This is an optimization exercise on Yosys and OpenROAD, whose aim is a short achievable clock period and few clock cycles, not a production implementation. The RTL was checked by simulation tests, not by an equivalence proof against the original design. Power and IR drop assume default switching activity.

<file path="flow/config.mk">
export PLATFORM = sky130hd
export DESIGN_NAME = lc_3b_processor
export DESIGN_NICKNAME = lc_3b_processor
export VERILOG_FILES = /design/flow/design.v
export SDC_FILE = /design/flow/constraint.sdc
export NUM_CORES = 4
export LEC_CHECK = 0
export CAP_MARGIN = 20
export CORE_MARGIN = 2
export CORE_UTILIZATION = 40
export SETUP_SLACK_MARGIN = 5
export SLEW_MARGIN = 20
export TNS_END_PERCENT = 10
</file>
<file path="flow/constraint.sdc">
create_clock -name core_clock -period 8.0 [get_ports {clk}]
set_input_delay 1.6000 -clock core_clock [delete_from_list [all_inputs] [get_ports {clk}]]
set_output_delay 1.6000 -clock core_clock [all_outputs]
set_load 0.01 [all_outputs]
</file>
<file path="flow/design.v">
module lc_3b_processor(clk,reset,mem_addr,mem_rdata,mem_wdata,mem_we,halt);
input clk,reset;
output [15:0] mem_addr;
input [15:0] mem_rdata;
output [15:0] mem_wdata;
output [1:0] mem_we;
output halt;
reg [15:0] areg;       
reg [15:0] fpc;        
reg        mcyc;       
reg        mld;        
reg [2:0]  mdr;        
reg        mbyte;      
reg [1:0]  we_r;
reg [15:0] wd_r;
reg        halt_r;
reg [15:0] rfd [0:7];   
reg [7:0]  rfv;         
wire [15:0] rf [0:7];
genvar g;
generate
  for (g = 0; g < 8; g = g + 1) begin : rfr
    assign rf[g] = rfv[g] ? rfd[g] : 16'd0;
  end
endgenerate
reg [15:0] ccv;        
reg        ccs;        
reg        d_v,  sk_v;
reg [15:0] d_ir, sk_ir;
reg [15:0] d_pc, sk_pc;      
reg [15:0] d_pc2, sk_pc2;    
reg        d_pt, sk_pt;      
reg [3:0]  d_hi, sk_hi;      
reg [15:0] d_np, sk_np;      
reg [15:0] d_off, sk_off;    
reg        d_sp, sk_sp;      
function [15:0] f_off;
  input [15:0] w;
  f_off = (w[15:12] == 4'b0100) ? {{4{w[10]}}, w[10:0], 1'b0} : {{6{w[8]}}, w[8:0], 1'b0};
endfunction
function f_sp;
  input [15:0] w;
  f_sp = ((w[15:12] == 4'b0100) & w[11]) |
         ((w[15:12] == 4'b0000) & (w[8:0] != 9'd0) & ((w[11:9] == 3'b111) | (w[8] & (w[11:9] != 3'b000))));
endfunction
reg        x_v;
reg [15:0] x_pc, x_pc2, x_brt, x_off, x_np;
reg        x_pt;             
reg        x_bh;             
reg [3:0]  x_hi;
reg [15:0] x_a, x_b, x_s;
reg [2:0]  x_dr, x_sr1;
reg [3:0]  x_sh;             
reg [1:0]  x_sht;            
reg [2:0]  x_nzp;
reg        x_add, x_and, x_xor, x_shf, x_lea, x_jsr, x_jsrl, x_br, x_jmp, x_ld, x_st, x_word, x_br0;
localparam NB = 16;
reg        bv  [0:NB-1];
localparam TW = 9;          
reg [TW-1:0] btag[0:NB-1];
reg [15:0] btgt[0:NB-1];
reg        br7 [0:NB-1];    
reg [3:0]  bptr;
assign mem_addr  = areg;
assign mem_we    = we_r;
assign mem_wdata = wd_r;
assign halt      = halt_r;
wire xv = x_v & ~mcyc & ~halt_r;
wire [31:0] sra32 = {{16{x_a[15]}}, x_a} >> x_sh;
wire [15:0] shl = x_a << x_sh;
wire [15:0] shr = (x_sht == 2'b01) ? (x_a >> x_sh) : sra32[15:0];
wire [15:0] sum;
add16 u_sum(.a(x_a), .b(x_b), .s(sum));
wire [15:0] xoth = ({16{x_and}} & (x_a & x_b)) | ({16{x_xor}} & (x_a ^ x_b)) |
                   ({16{x_shf & ~x_sht[1] & ~x_sht[0]}} & shl) | ({16{x_shf & (x_sht != 2'b00)}} & shr) |
                   ({16{x_lea}} & x_brt) | ({16{x_jsr}} & x_pc2);
wire [15:0] xres = x_add ? sum : xoth;
wire xw  = xv & (x_add | x_and | x_xor | x_shf | x_lea | x_jsr);    
wire xcc = xv & (x_add | x_and | x_xor | x_shf | x_lea);
wire [2:0] xwa = x_jsr ? 3'd7 : x_dr;
wire cn = ccs & ccv[15];
wire cz = ccs & (ccv == 16'd0);
wire cp = ccs & ~ccv[15] & (ccv != 16'd0);
wire br_take = x_br & ~x_br0 & ((x_nzp[2] & cn) | (x_nzp[1] & cz) | (x_nzp[0] & cp));
wire jsr_reg = x_jsr & ~x_jsrl & (x_sr1 != 3'd7);    
wire rel     = br_take | x_jsrl;
wire indir   = x_jmp | jsr_reg;
wire taken   = rel | indir;
wire [15:0] tgt = (x_br | x_jsrl) ? x_brt : x_a;    
wire tgt_bad = taken & x_bh & (x_np != tgt);
wire mispred = xv & ~x_ld & ~x_st & ((x_pt != taken) | tgt_bad);
wire [15:0] rtarget = taken ? tgt : x_pc2;
wire [15:0] ea;
add16 u_ea(.a(x_a), .b(x_off), .s(ea));
wire xls = xv & (x_ld | x_st);
wire bupd = xv & taken & (~x_bh | tgt_bad);
reg        u_upd, u_inv, u_new, u_r7;
reg [3:0]  u_idx;
reg [15:0] u_tag, u_tgt;
wire binv = xv & x_bh & ~taken;
wire [15:0] ldata = ~mbyte ? mem_rdata :
                    areg[0] ? {{8{mem_rdata[15]}}, mem_rdata[15:8]} : {{8{mem_rdata[7]}}, mem_rdata[7:0]};
wire mwr = mcyc & mld & ~halt_r;
wire [2:0] ra = d_ir[8:6], rb = d_ir[2:0], rs = d_ir[11:9];
wire sxa = ~mcyc & xw & (xwa == ra);
wire sxb = ~mcyc & xw & (xwa == rb) & ~d_ir[5];
wire sxs = ~mcyc & xw & (xwa == rs);
wire sma = mwr & (mdr == ra);
wire smb = mwr & (mdr == rb) & ~d_ir[5];
wire sms = mwr & (mdr == rs);
wire [15:0] oa0 = sxa ? xoth : sma ? ldata : rf[ra];
wire [15:0] ob0 = d_ir[5] ? {{11{d_ir[4]}}, d_ir[4:0]} : sxb ? xoth : smb ? ldata : rf[rb];
wire [15:0] os0 = sxs ? xoth : sms ? ldata : rf[rs];
wire [15:0] opa = (sxa & x_add) ? sum : oa0;
wire [15:0] opb = (sxb & x_add) ? sum : ob0;
wire [15:0] ops = (sxs & x_add) ? sum : os0;
wire [3:0]  dop = d_ir[15:12];
wire        d_jsr = (dop == 4'b0100);
wire [15:0] dbrt;
add16 u_brt(.a(d_pc2), .b(d_off), .s(dbrt));
wire        d_z = (d_ir == 16'd0);
reg        bhit;
reg [3:0]  bidx;
reg [15:0] bt;
integer k;
always @(*) begin
  bhit = 1'b0; bidx = 4'd0; bt = 16'd0;
  for (k = 0; k < NB; k = k + 1)
    if (bv[k] && btag[k] == areg[TW:1]) begin
      bhit = 1'b1; bidx = bidx | k; bt = bt | (br7[k] ? rf[7] : btgt[k]);
    end
end
wire [15:0] apc2 = areg + 16'd2;
wire [15:0] npred = bhit ? bt : apc2;
wire xls_bad = xls & x_pt;
wire squash = mispred | xls_bad;
wire d_stt = d_v & ~d_pt & d_sp;
wire dredir = d_stt & ~squash & (mcyc | ~xls);
wire [15:0] anext = mcyc ? (d_stt ? dbrt : fpc) : xls ? ea : d_stt ? dbrt : npred;
wire halt_set = d_v & d_z & ~squash & ~(xv & x_st) & ~halt_r;
integer i;
always @(posedge clk) begin
  if (!reset) begin
    areg <= 16'd0;
    mcyc <= 1'b0;
    mld <= 1'b0;
    we_r <= 2'b00;
    halt_r <= 1'b0;
    ccs <= 1'b0;
    d_v <= 1'b0;
    sk_v <= 1'b0;
    x_v <= 1'b0;
    bptr <= 4'd0;
    u_upd <= 1'b0;
    u_inv <= 1'b0;
    for (i = 0; i < NB; i = i + 1) bv[i] <= 1'b0;
    rfv <= 8'd0;
  end else begin
    if (mwr) begin
      rfv[mdr] <= 1'b1;
      ccs <= 1'b1;
    end
    if (xw) rfv[xwa] <= 1'b1;
    if (xcc) ccs <= 1'b1;
    if (halt_set) halt_r <= 1'b1;
    u_upd <= bupd;
    u_inv <= binv;
    if (u_upd) begin
      bv[u_idx] <= 1'b1;
      if (u_new) bptr <= bptr + 4'd1;
    end
    if (u_inv) bv[u_idx] <= 1'b0;
    we_r <= 2'b00;
    areg <= mispred ? rtarget : anext;
    if (mcyc) begin
      mcyc <= 1'b0;
    end else if (mispred) begin
    end else if (xls) begin
      mcyc <= 1'b1;
      mld <= x_ld;
      if (x_st) we_r <= x_word ? 2'b11 : (ea[0] ? 2'b10 : 2'b01);
    end
    if (squash) begin
      d_v <= 1'b0;
      sk_v <= 1'b0;
    end
    if (!mcyc && xls) begin
      x_v <= 1'b0;
      sk_v <= ~xls_bad;
    end else if (squash) begin
      x_v <= 1'b0;
    end else begin
      x_v <= d_v & ~d_z;
      d_v <= ~dredir & (mcyc ? sk_v : 1'b1);
    end
  end
end
always @(posedge clk) begin
  if (mwr) rfd[mdr] <= ldata;
  if (xw) rfd[xwa] <= xres;
  if (mwr) ccv <= ldata;
  if (xcc) ccv <= xres;
  u_idx <= x_bh ? x_hi : bptr;
  u_new <= ~x_bh;
  u_tag <= x_pc;
  u_tgt <= tgt;
  u_r7 <= x_jmp & (x_sr1 == 3'd7);
  if (u_upd) begin
    btag[u_idx] <= u_tag[TW:1];
    btgt[u_idx] <= u_tgt;
    br7[u_idx] <= u_r7;
  end
  if (!mcyc && xls) begin
    fpc <= xls_bad ? x_pc2 : npred;
    mdr <= x_dr;
    mbyte <= ~x_word;
    wd_r <= x_word ? x_s : {x_s[7:0], x_s[7:0]};
    sk_ir <= mem_rdata; sk_off <= f_off(mem_rdata); sk_sp <= f_sp(mem_rdata); sk_pc <= areg; sk_pc2 <= apc2; sk_pt <= bhit; sk_hi <= bidx; sk_np <= bt;
  end
  x_pc <= d_pc; x_pc2 <= d_pc2; x_brt <= dbrt; x_np <= d_np;
  x_pt <= d_pt | d_stt; x_bh <= d_pt; x_hi <= d_hi;
  x_a <= opa; x_b <= opb; x_s <= ops;
  x_dr <= d_ir[11:9]; x_sr1 <= d_ir[8:6];
  x_sh <= d_ir[3:0]; x_sht <= d_ir[5:4]; x_nzp <= d_ir[11:9];
  x_off <= d_ir[14] ? {{9{d_ir[5]}}, d_ir[5:0], 1'b0} : {{10{d_ir[5]}}, d_ir[5:0]};
  x_word <= d_ir[14];
  x_br0 <= (d_ir[8:0] == 9'd0);
  x_add <= (dop[3:2] == 2'b00) & ~(dop == 4'b0000) & ~(dop == 4'b0010) & ~(dop == 4'b0011);
  x_and <= (dop[3:2] == 2'b01) & ~(dop == 4'b0100) & ~(dop == 4'b0110) & ~(dop == 4'b0111);
  x_xor <= (dop[3:2] == 2'b10);
  x_shf <= (dop == 4'b1101) | (dop == 4'b1111);
  x_lea <= (dop == 4'b1110);
  x_jsr <= d_jsr;
  x_jsrl <= d_jsr & d_ir[11];
  x_br <= (dop == 4'b0000);
  x_jmp <= (dop == 4'b1100);
  x_ld <= (dop == 4'b0010) | (dop == 4'b0110);
  x_st <= (dop == 4'b0011) | (dop == 4'b0111);
  if (mcyc) begin
    d_ir <= sk_ir; d_off <= sk_off; d_sp <= sk_sp; d_pc <= sk_pc; d_pc2 <= sk_pc2; d_pt <= sk_pt; d_hi <= sk_hi; d_np <= sk_np;
  end else if (!xls) begin
    d_ir <= mem_rdata; d_off <= f_off(mem_rdata); d_sp <= f_sp(mem_rdata); d_pc <= areg; d_pc2 <= apc2; d_pt <= bhit; d_hi <= bidx; d_np <= bt;
  end
end
endmodule
module add16(a, b, s);
input [15:0] a, b;
output [15:0] s;
wire [15:0] g0 = a & b, p0 = a ^ b;
wire [15:0] g1, p1, g2, p2, g3, p3, g4, p4;
genvar i;
generate
  for (i = 0; i < 16; i = i + 1) begin : l1
    if (i >= 1) begin : c
      assign g1[i] = g0[i] | (p0[i] & g0[i-1]);
      assign p1[i] = p0[i] & p0[i-1];
    end else begin : n
      assign g1[i] = g0[i];
      assign p1[i] = p0[i];
    end
  end
  for (i = 0; i < 16; i = i + 1) begin : l2
    if (i >= 2) begin : c
      assign g2[i] = g1[i] | (p1[i] & g1[i-2]);
      assign p2[i] = p1[i] & p1[i-2];
    end else begin : n
      assign g2[i] = g1[i];
      assign p2[i] = p1[i];
    end
  end
  for (i = 0; i < 16; i = i + 1) begin : l3
    if (i >= 4) begin : c
      assign g3[i] = g2[i] | (p2[i] & g2[i-4]);
      assign p3[i] = p2[i] & p2[i-4];
    end else begin : n
      assign g3[i] = g2[i];
      assign p3[i] = p2[i];
    end
  end
  for (i = 0; i < 16; i = i + 1) begin : l4
    if (i >= 8) begin : c
      assign g4[i] = g3[i] | (p3[i] & g3[i-8]);
      assign p4[i] = p3[i] & p3[i-8];
    end else begin : n
      assign g4[i] = g3[i];
      assign p4[i] = p3[i];
    end
  end
endgenerate
assign s = p0 ^ {g4[14:0], 1'b0};
endmodule
</file>
<file path="flow/flow/run.sh">
#!/bin/bash
# The standard layout (the standard.sh: ORFS synthesis through finish), with
# one change: the buffers that ORFS puts on every input and output port are
# sky130_fd_sc_hd__buf_8 instead of the slow delay buffer buffer_ports picks by
# default, which footprint-matched resizing can then not replace.
set -euo pipefail
bash standard.sh BUFFER_PORTS_ARGS="-buffer_cell sky130_fd_sc_hd__buf_8" finish > flow_make.log 2>&1
</file>
<file path="flow/standard.sh">
#!/bin/bash
# synth_recipe.tcl (not shown) runs the flow's synth.tcl, then flattens the netlist and writes it again
# the make line also repeats each setting of config.mk as NAME=value (left out here)
make -C /OpenROAD-flow-scripts/flow DESIGN_CONFIG=/design/flow/config.mk WORK_HOME=/design/flow/orfs CLKGATE_MAP_FILE= SYNTH_SCRIPT=/design/flow/synth_recipe.tcl "${@:-finish}"
</file>
==> impl_metrics.csv, run 1 <==
group,metric,value,unit
grt,grt.total_usage,28.6,%
power,power.total,0.0167,W
flow_run,drv_cap,0,
finish,largest-register,"btgt",
power,sw_frac_of_total,34.9,%
clock_network,h-tree-depth,3,
timing,post-route-min-period,3.24,ns
placed_design,place_inst,5403,
clock_network,numCtsBuffers,103,
floorplanning,core,115000,um^2
floorplanning,start_util,40.4,%
clock_network,cts_tree,"done",
worst_setup_path,slowest_stage,"nand3b_1",
power,p_seq_share,42.9,%
clock_network,cts_sinks,953,
power,power_frac_clock,30.0,%
clock_network,clock_latency,0.74,ns
routing,drtIter0Drc,5129,
finish,final_cell_mix,"edfxtp_1 (726), nand2_1 (350), mux2i_1 (291)",
timing,timing.fmax,309,MHz
clock_network,path_clk_slew,0.06,ns
routing,viasPerCell,6.32,
synth,synth_area,46300,um^2
placed_design,hpwl,114,mm
synth,synthAdderAreaFrac,1.56,%
synth,synthSimpleGateAreaFrac,11.5,%
routing,drc_errors,0,
power,powerDensity,309,nW/um^2
worst_setup_path,crit_chain,"buf_6 > nand3b_1 > o22ai_1 > a211oi_1 > a211oi_1 > a211oi_1 > o311ai_0 > o21a_1",
synth,synthMuxAreaShare,9.73,%
worst_setup_path,crit_fanout,32,
routing,routed_wl,173,mm
worst_setup_path,path_buf_inv,1,
synth,ys_seq_area_share,56.9,%
finish,area_growth_syn_to_layout,16.5,%
timing,slew_headroom,24.1,%
placed_design,gp_congestion,0.982,
synth,avgSynthCellArea,11.5,um^2
grt,grt_pass1_vias,33600,
status,outcome,"complete, no violations",
synth,synth_fp_nets,4117,
routing,dr.pass1.iters,6,
finish,mostFrequentLayoutCell,"edfxtp_1",
synth,synth_compound_area_share,12.9,%
finish,largest_register_ffs,256,
finish,nets,4152,
worst_hold_path,hold_class,"reg -> reg",
finish,layout-drive-gt1-share,16.9,%
routing,num_vias,35900,
power,netSwitchingPower,0.00582,W
synth,yosysWarnings,1,
worst_setup_path,critical_path.most_common_cell,"a211oi_1",
timing,hold_viol,0,
worst_setup_path,path_delay_family,"compound AO/OA/AOI/OAI gates",
timing,fin_crit_sh,40.5,%
worst_setup_path,worst_ep_arrival_time,3.91,ns
worst_setup_path,cpPeakStageDelay,0.71,ns
power,leakagePower,18.7,nW
timing,tns,0,ns
power,internal_power,0.0108,W
grt,grt_overflow,0,
synth,netlist_instances,4043,
synth,synth_edf_count,726,
finish,fillers,10300,
grt,grt_max_degree,80,
timing,finalSetupViolCount,0,
routing,wl_per_cell,30.5,um
grt,grt_antenna_before_repair,7,
timing,slew_viol_final,0,
synth,yosys.area_share.xor_xnor,4.37,%
worst_setup_path,cp-end-kind,"flop",
timing,skew,0.0766,ns
synth,synth_top_family_by_area,"compound AO/OA/AOI/OAI gates",
finish,final_util,47.1,%
floorplanning,dieWidth,344,um
worst_setup_path,critPathLaunchType,"flop",
placed_design,io_buffers,52,
synth,async_flop_share,0,%
power,vdd_drop_max,0.225,mV
synth,synth_cell_types,88,
worst_setup_path,crit_type,"reg -> reg",
worst_setup_path,required,8.68,ns
grt,grt_pass1_wl,246,mm
timing,tightest_slew,1.14,ns
finish,reg_top3,"btgt (256), btag (144), rfd (128)",
clock_network,cts_buffer_depth,3,
floorplanning,rows,124,
floorplanning,io_pins,53,
floorplanning,fp.dieH,344,um
timing,rsz0062_at_grt,"yes",
routing,drt.antenna.violating_nets,0,
synth,yosys_register_bits,953,
timing,hold_slack,0.324,ns
synth,synth_ff_type,"edfxtp_1",
power,p_comb_share,27.1,%
clock_network,cts_root_buf,"clkbuf_16",
finish,instances_no_fill,5681,
floorplanning,dieArea,119000,um^2
-- synth_stat cells, types with 10 or more instances --
library cell / count / area (um^2)
mux2i_1: 310 / 3100
nor4_1: 109 / 682
a22oi_1: 30 / 225
xnor2_1: 187 / 1640
o2111ai_1: 10 / 87.6
o22ai_1: 156 / 976
o22a_1: 14 / 123
o21ai_0: 162 / 811
or3_1: 28 / 175
nand2_1: 361 / 1360
xor2_1: 44 / 385
nor2_1: 261 / 980
mux4_2: 15 / 338
o31ai_1: 18 / 135
and3_1: 21 / 131
nand4_1: 70 / 438
a221oi_1: 18 / 158
and2_1: 30 / 188
buf_2: 13 / 65.1
a211oi_1: 44 / 330
o21a_1: 19 / 143
mux2_2: 95 / 1070
inv_1: 59 / 221
o221ai_1: 18 / 158
o211ai_1: 48 / 360
buf_1: 35 / 131
clkbuf_1: 236 / 886
a31oi_1: 43 / 269
or2_2: 11 / 68.8
ha_1: 53 / 663
a21o_1: 10 / 75.1
nor3_1: 48 / 240
dfxtp_1: 227 / 4540
nor2b_1: 25 / 156
a2111oi_0: 22 / 193
nand2b_1: 21 / 131
a21oi_1: 200 / 1000
edfxtp_1: 726 / 21800
nand3_1: 82 / 410
-- what timing repair did --
action	CTS	global route
cloned	7	0
endpoints found under the hold margin	0	0
pin swaps	38	5
setup endpoints to repair	310	251
buffers inserted	57	17
resized for setup	236	31
hold buffers	0	0
-- power by group through the flow --
stage	logic [W]	registers, W	clock network (W)
final	0.00451	0.00715	0.00500
after global routing	0.00476	0.00717	0.00522
after CTS	0.00434	0.00711	0.00505
after detailed placement	0.00392	0.00719	0
after global placement	0.00391	0.00719	0
after floorplan	0.00261	0.00670	0
-- path summary, 6_finish.rpt --
check                           startpoint  endpoint  slack [ns]  depth (start not counted)
worst max-delay path               d_ir[2]    x_b[8]        4.76                          8
worst min-delay path               x_pc[8]  u_tag[8]        0.32                          0
worst max register to register     d_ir[2]    x_b[8]        4.76                          8
worst min register to register     x_pc[8]  u_tag[8]        0.32                          0
-- metrics by stage --
step / cell area (um^2) / setup slack (ns)
2_1_floorplan: 46400 / 4.92
3_3_place_gp: 48700 / 3.78
3_5_place_dp: 48700 / 3.83
4_1_cts: 53700 / 4.88
5_1_grt: 54000 / 4.74
6_report: 54000 / 4.76
-- layer usage --
metal  up-vias  routed length, um  GRT usage [%]
li1      15500                  -              -
met1     17800              71400           40.1
met2      2268              76000           43.0
met3       406              18000           5.96
met4        12               7600           12.1
met5         -                 72              0
-- layout make-up --
| cell class | count | area, um^2 | area share (%) |
|---|---|---|---|
| diodes | 1 | 2.50 | 0.00463 |
| clock buffers | 138 | 2760 | 5.12 |
| clock inverters | 57 | 763 | 1.41 |
| inverters | 63 | 259 | 0.480 |
| multi-input cells | 2734 | 19500 | 36.1 |
| flip-flops and latches | 953 | 26400 | 48.9 |
| well taps | 1512 | 1890 | 3.50 |
| repair buffers | 223 | 2430 | 4.51 |
-- kinds of logic after synthesis --
logic type,after synthesis
adder cells (fa/ha/maj),56
XOR/XNOR,231
flip-flops,953
multiplexers,420
AO/OA/AOI/OAI,915
AND/OR/NAND/NOR,1109
buffers and inverters,359
Testbench counts, summed over its fixed seeds: cycles 82,386.
==> run 2: changes to the inputs <==
==> flow/run.sh (new file) <==
#!/bin/bash
# synth_recipe.tcl (not shown) runs the flow's synth.tcl, then flattens the netlist and writes it again
# the make line also repeats each setting of config.mk as NAME=value (left out here)
make -C /OpenROAD-flow-scripts/flow DESIGN_CONFIG=/design/flow/config.mk WORK_HOME=/design/flow/orfs CLKGATE_MAP_FILE= SYNTH_SCRIPT=/design/flow/synth_recipe.tcl finish
removed: flow/flow/run.sh
removed: flow/standard.sh
==> impl_metrics.csv, run 2 <==
group,metric,value,unit
status,outcome,"complete, no violations",
floorplanning,rows,124,
timing,rsz0062_at_grt,"yes",
worst_setup_path,critPathLaunchType,"flop",
timing,tightest_slew,1.28,ns
synth,synth_most_common_cell,"edfxtp_1",
clock_network,cts_tree,"done",
routing,drtIter0Drc,5223,
finish,design_area,54900,um^2
routing,dr.pass1.iters,6,
synth,synth_cell_types,88,
grt,grt_pass1_vias,34000,
routing,num_vias,36700,
timing,fin_crit_sh,41.9,%
synth,synth_common_cells,"edfxtp_1 (726), nand2_1 (361), mux2i_1 (310)",
synth,synth_fp_nets,4117,
worst_setup_path,reg2regPathDepth,8,
floorplanning,core,115000,um^2
synth,avgSynthCellArea,11.5,um^2
clock_network,cts_buffer_depth,3,
worst_setup_path,ff2ff_setup_slack,4.65,ns
clock_network,cts_root_buf,"clkbuf_16",
clock_network,path_clk_slew,0.06,ns
worst_setup_path,required,8.60,ns
worst_hold_path,hold_class,"reg -> reg",
synth,netlist_instances,4043,
synth,synth.area.top_cells,"edfxtp_1 (47%), dfxtp_1 (9.8%), mux2i_1 (6.7%), xnor2_1 (3.5%), nand2_1 (2.9%)",
finish,layout-drive-gt1-share,18.1,%
routing,wl_per_cell,30.9,um
finish,final_cell_mix,"edfxtp_1 (726), nand2_1 (352), mux2i_1 (294)",
grt,grt_overflow,0,
placed_design,gp_congestion,0.980,
clock_network,numCtsBuffers,104,
timing,finalSetupViolCount,0,
synth,yosys_register_bits,953,
finish,reg_top3,"btgt (256), btag (144), rfd (128)",
timing,skew,0.0591,ns
routing,routed_wl,178,mm
worst_setup_path,crit_path_end,"x_a[1]",
power,vdd_drop_max,0.202,mV
routing,viasPerCell,6.35,
clock_network,cts_sinks,953,
flow_run,drv_cap,0,
timing,hold_slack,0.324,ns
synth,ys_seq_area_share,56.9,%
finish,mostFrequentLayoutCell,"edfxtp_1",
placed_design,hpwl,112,mm
routing,drt.antenna.violating_nets,0,
finish,fillers,10300,
floorplanning,dieArea,119000,um^2
synth,synth_top_area_share,47.0,%
worst_setup_path,worstSetupStartpoint,"d_ir[6]",
worst_setup_path,crit_fanout,33,
synth,synth_edf_count,726,
power,powerDensity,308,nW/um^2
timing,timing.fmax,299,MHz
synth,async_flop_share,0,%
placed_design,io_buffers,52,
floorplanning,fp.dieH,344,um
clock_network,holdBufCountCts,0,
synth,synth_top_area_cell,"edfxtp_1",
worst_setup_path,crit_type,"reg -> reg",
finish,largest_register_ffs,256,
timing,post-route-min-period,3.35,ns
clock_network,clock_latency,0.74,ns
routing,drc_errors,0,
timing,setup_slack,4.65,ns
finish,area_growth_syn_to_layout,18.6,%
timing,slew_viol_final,0,
worst_setup_path,r2r_end,"x_a[1]",
grt,grt_max_degree,72,
worst_setup_path,r2r-start,"d_ir[6]",
synth,synth_ff_type,"edfxtp_1",
grt,grt_pass1_wl,250,mm
floorplanning,dieWidth,344,um
grt,grt_antenna_before_repair,12,
finish,largest-register,"btgt",
placed_design,placed_cell_area,48600,um^2
floorplanning,start_util,40.4,%
timing,hold_viol,0,
floorplanning,io_pins,53,
placed_design,dp_slack,3.94,ns
power,leakagePower,19.3,nW
worst_setup_path,cp-end-kind,"flop",
synth,synth_area,46300,um^2
worst_setup_path,worst_ep_arrival_time,3.94,ns
finish,nets,4238,
timing,tns,0,ns
timing,slew_headroom,13.9,%
clock_network,h-tree-depth,3,
synth,yosysWarnings,1,
grt,grt.total_usage,29.4,%
run 2: cell counts after synthesis:
Identical to the previous run, type by type.
run 2: critical path: stages, from the launching register on:
cell       delay (ns)
edfxtp_1         0.46
buf_4            0.45
buf_4            0.39
nand2b_1         0.23
or2_2            0.40
o2111ai_1        0.20
o211ai_1         0.38
o21ai_0          0.33
mux2_2           0.35
run 2: cells by family (layout without fill, tap and decap cells):
kind of cell / Yosys count / count (layout) / synth area share (%)
simple gates: 1109 / 1110 / 11.5
flops: 953 / 953 / 56.9
compound gates: 915 / 915 / 12.9
mux: 420 / 420 / 9.73
buf+inv: 359 / 570 / 3.10
xor+xnor: 231 / 231 / 4.37
fa+ha+maj: 56 / 56 / 1.56
other cells: 0 / 3 / 0
run 2: routing by layer:
layer  part of all wire [%]  global-route usage, %  vias up
li1                       -                      -    15600
met1                     40                   41.0    18100
met2                     43                   43.3     2439
met3                     12                   6.93      448
met4                    4.8                   13.4       10
met5                  0.034                      0        -
run 2: worst min path at each step:
stage,to,start,cells past startpoint
floorplan,u_tag[1],x_pc[1],0
global route,u_tag[5],x_pc[5],0
global placement,u_tag[3],x_pc[3],0
detailed placement,u_tag[3],x_pc[3],0
finish,u_tag[5],x_pc[5],0
CTS,u_tag[5],x_pc[5],0
run 2: layout make-up:
class,instances,area [um^2],share of cell area [%]
Antenna cell,3,7.51,0.0137
Clock inverter,72,762,1.39
Timing Repair Buffer,310,3230,5.88
Sequential cell,953,26400,48.1
Multi-Input combinational cell,2732,19500,35.6
Clock buffer,125,2820,5.13
Inverter,63,267,0.485
Tap cell,1512,1890,3.44
run 2: through the flow:
step	instances	utilization, %	power, W
2_1_floorplan	4043	-	0.00932
3_3_place_gp	5426	42.4	0.0111
3_5_place_dp	5428	42.4	0.0111
4_1_cts	5724	47.2	0.0166
5_1_grt	5769	47.9	0.0174
6_report	5770	47.9	0.0169
run 2: power breakdown:
part | leakage [nW] | switching [W] | internal, W
logic | 8.83 | 0.00295 | 0.00180
clock network | 1.75 | 0.00217 | 0.00284
registers | 8.69 | 0.000871 | 0.00630
total | 19.3 | 0.00599 | 0.0109
run 2: timing repair:
action	CTS	global route
endpoints found under the setup margin	435	418
pin swaps	48	43
buffers inserted	87	40
cloned	12	0
resized for setup	242	100
==> run 3: changes to the inputs <==
--- a/flow/config.mk
+++ b/flow/config.mk
@@ -7,7 +7,8 @@
 export LEC_CHECK = 0
 export CAP_MARGIN = 20
 export CORE_MARGIN = 2
-export CORE_UTILIZATION = 40
-export SETUP_SLACK_MARGIN = 5
+export CORE_UTILIZATION = 55
+export PLACE_DENSITY = 0.7
+export SETUP_SLACK_MARGIN = 4.7
 export SLEW_MARGIN = 20
 export TNS_END_PERCENT = 10
==> impl_metrics.csv, run 3 <==
group,metric,value,unit
power,vdd_drop_max,0.194,mV
grt,grt_max_degree,76,
finish,reg_top3,"btgt (256), btag (144), rfd (128)",
power,leakagePower,18.2,nW
placed_design,hpwl,107,mm
floorplanning,dieArea,86600,um^2
synth,synth_top_area_cell,"edfxtp_1",
clock_network,cts_root_buf,"clkbuf_16",
grt,grt_pass1_wl,235,mm
synth,ys_seq_area_share,56.9,%
timing,tightest_slew,1.20,ns
timing,tns,0,ns
finish,largest-register,"btgt",
placed_design,io_buffers,52,
clock_network,numCtsBuffers,100,
worst_setup_path,cp-end-kind,"flop",
routing,dr.pass1.iters,12,
synth,synth_cell_types,88,
finish,nets,4097,
worst_setup_path,crit_type,"reg -> reg",
placed_design,placed_cell_area,47900,um^2
floorplanning,dieWidth,294,um
grt,grt.total_usage,37.5,%
worst_setup_path,crit_fanout,38,
finish,final_cell_mix,"edfxtp_1 (726), nand2_1 (359), mux2i_1 (303)",
grt,grt_overflow,0,
timing,skew,0.0560,ns
timing,hold_viol,0,
timing,fin_crit_sh,44.8,%
clock_network,cts_tree,"done",
finish,layout-drive-gt1-share,12.6,%
finish,fillers,6488,
synth,avgSynthCellArea,11.5,um^2
timing,finalSetupViolCount,0,
synth,synth_edf_count,726,
synth,synth.area.top_cells,"edfxtp_1 (47%), dfxtp_1 (9.8%), mux2i_1 (6.7%), xnor2_1 (3.5%), nand2_1 (2.9%)",
timing,post-route-min-period,3.59,ns
routing,drt.antenna.violating_nets,0,
finish,area_growth_syn_to_layout,12.6,%
synth,synth_fp_nets,4117,
floorplanning,rows,106,
timing,timing.fmax,279,MHz
power,powerDensity,315,nW/um^2
floorplanning,io_pins,53,
timing,rsz0062_at_grt,"yes",
synth,synth_common_cells,"edfxtp_1 (726), nand2_1 (361), mux2i_1 (310)",
routing,routed_wl,165,mm
worst_setup_path,critPathLaunchType,"flop",
synth,synth_ff_type,"edfxtp_1",
status,outcome,"complete, no violations",
worst_setup_path,required,8.62,ns
worst_setup_path,worst_ep_arrival_time,4.20,ns
placed_design,gp_congestion,1.01,
grt,grt_antenna_before_repair,11,
finish,largest_register_ffs,256,
clock_network,path_clk_slew,0.07,ns
routing,num_vias,36400,
routing,wl_per_cell,31.7,um
timing,setup_slack,4.41,ns
synth,synth_top_area_share,47.0,%
synth,yosys_register_bits,953,
floorplanning,fp.dieH,294,um
routing,drc_errors,0,
routing,drtIter0Drc,5354,
placed_design,dp_slack,3.75,ns
clock_network,clock_latency,0.72,ns
synth,yosysWarnings,1,
routing,viasPerCell,7.00,
synth,netlist_instances,4043,
clock_network,cts_sinks,953,
clock_network,holdBufCountCts,0,
synth,async_flop_share,0,%
finish,design_area,52200,um^2
synth,synth_area,46300,um^2
clock_network,h-tree-depth,3,
floorplanning,core,83600,um^2
timing,slew_headroom,19.6,%
worst_hold_path,hold_class,"reg -> reg",
clock_network,cts_buffer_depth,3,
finish,mostFrequentLayoutCell,"edfxtp_1",
synth,synth_most_common_cell,"edfxtp_1",
flow_run,drv_cap,0,
finish,instances_no_fill,5195,
placed_design,place_inst,4984,
grt,grt_pass1_vias,33700,
timing,slew_viol_final,0,
power,power.total,0.0164,W
floorplanning,start_util,55.5,%
-- run 3: cell counts after synthesis --
No cell type changed its count.
-- run 3: critical path: stages (launching register included) --
cell and delay, ns:
edfxtp_1 0.32, buf_4 0.34, buf_6 0.37, and2_1 0.34, nand2_1 0.49, o221ai_1 0.37, a211oi_1 0.08, a211oi_1 0.55
a211oi_1 0.15, o311ai_0 0.33, o21a_1 0.17
-- run 3: layer usage --
| layer | track usage (%) | share of wire (%) | vias up |
|---|---|---|---|
| met3 | 9.16 | 13 | 668 |
| li1 | - | - | 15400 |
| met5 | 0 | 0.074 | - |
| met1 | 49.6 | 37 | 17500 |
| met2 | 56.1 | 43 | 2890 |
| met4 | 22.4 | 7.1 | 18 |
-- run 3: layout make-up --
| cell class | count | area (um^2) | share of cell area (%) |
|---|---|---|---|
| flip-flops and latches | 953 | 26400 | 50.6 |
| inverters | 63 | 251 | 0.482 |
| well taps | 1080 | 1350 | 2.59 |
| clock inverters | 68 | 971 | 1.86 |
| repair buffers | 174 | 1600 | 3.06 |
| multi-input cells | 2731 | 18900 | 36.3 |
| diodes | 4 | 10.0 | 0.0192 |
| clock buffers | 122 | 2670 | 5.11 |
-- run 3: kinds of logic after synthesis --
logic type / synth area share (%)
flops: 56.9
xor+xnor: 4.37
mux: 9.73
buf+inv: 3.10
fa+ha+maj: 1.56
simple gates: 11.5
compound gates: 12.9
-- run 3: worst paths after layout --
kind / start / to / slack (ns) / depth (start not counted)
hold / removal: d_np[9] / x_np[9] / 0.30 / 0
setup reg to reg: d_ir[0] / x_b[8] / 4.41 / 10
hold reg to reg: d_np[9] / x_np[9] / 0.30 / 0
setup / recovery: d_ir[0] / x_b[8] / 4.41 / 10
-- run 3: what timing repair did --
item / in CTS / in global routing
hold endpoints to repair: 0 / 0
gates cloned: 2 / 0
gates resized for setup: 80 / 37
setup buffers: 14 / 1
endpoints found under the setup margin: 209 / 203
pin swaps: 9 / 3
-- run 3: stage by stage --
step	hold WS, ns	util (%)
floorplan	0.310	-
global placement	0.310	57.4
detailed placement	0.312	57.4
CTS	0.301	62.2
global route	0.328	62.4
finish	0.296	62.4
-- run 3: power by group --
group | internal, W | switching (W)
Combinational | 0.00146 | 0.00274
Sequential | 0.00628 | 0.000843
Clock | 0.00299 | 0.00209

## re-timing with driven ports
The flow's constraints put no driver on any port. The routed layouts listed below were extracted and timed again, unchanged, in two steps. Step 1 (the two cells are an assumption about what drives the block):
set clk [get_ports {clk}]
set_driving_cell -lib_cell sky130_fd_sc_hd__clkbuf_16 $clk
set_driving_cell -lib_cell sky130_fd_sc_hd__buf_2 [delete_from_list [all_inputs] $clk]
Step 2 adds t to the input delays and takes it off the output delays; t is the mean of the earliest and latest rising clock arrival at the registers after step 1. Input paths then give back, and output paths get back, about the clock's delay inside the block. Three values: ideal, step 1, step 2; two values: the first two.
run | shift t [ns] | slack for setup (ns) | worst setup path after step 2 | clock arrival spread, ns
run 1 | 0.770 | 4.761 / 4.761 / 4.391 | input to register | 0.077 / 0.077
run 2 | 0.776 | 4.651 / 4.651 / 3.954 | input to register | 0.062 / 0.063
run 3 | 0.760 | 4.414 / 4.368 / 3.929 | input to register | 0.056 / 0.057
After both steps setup and hold are still met in every run listed. For run 2, which loses most, drivers alone change the setup slack by 0.000 ns; drivers and shift together by -0.697 ns.
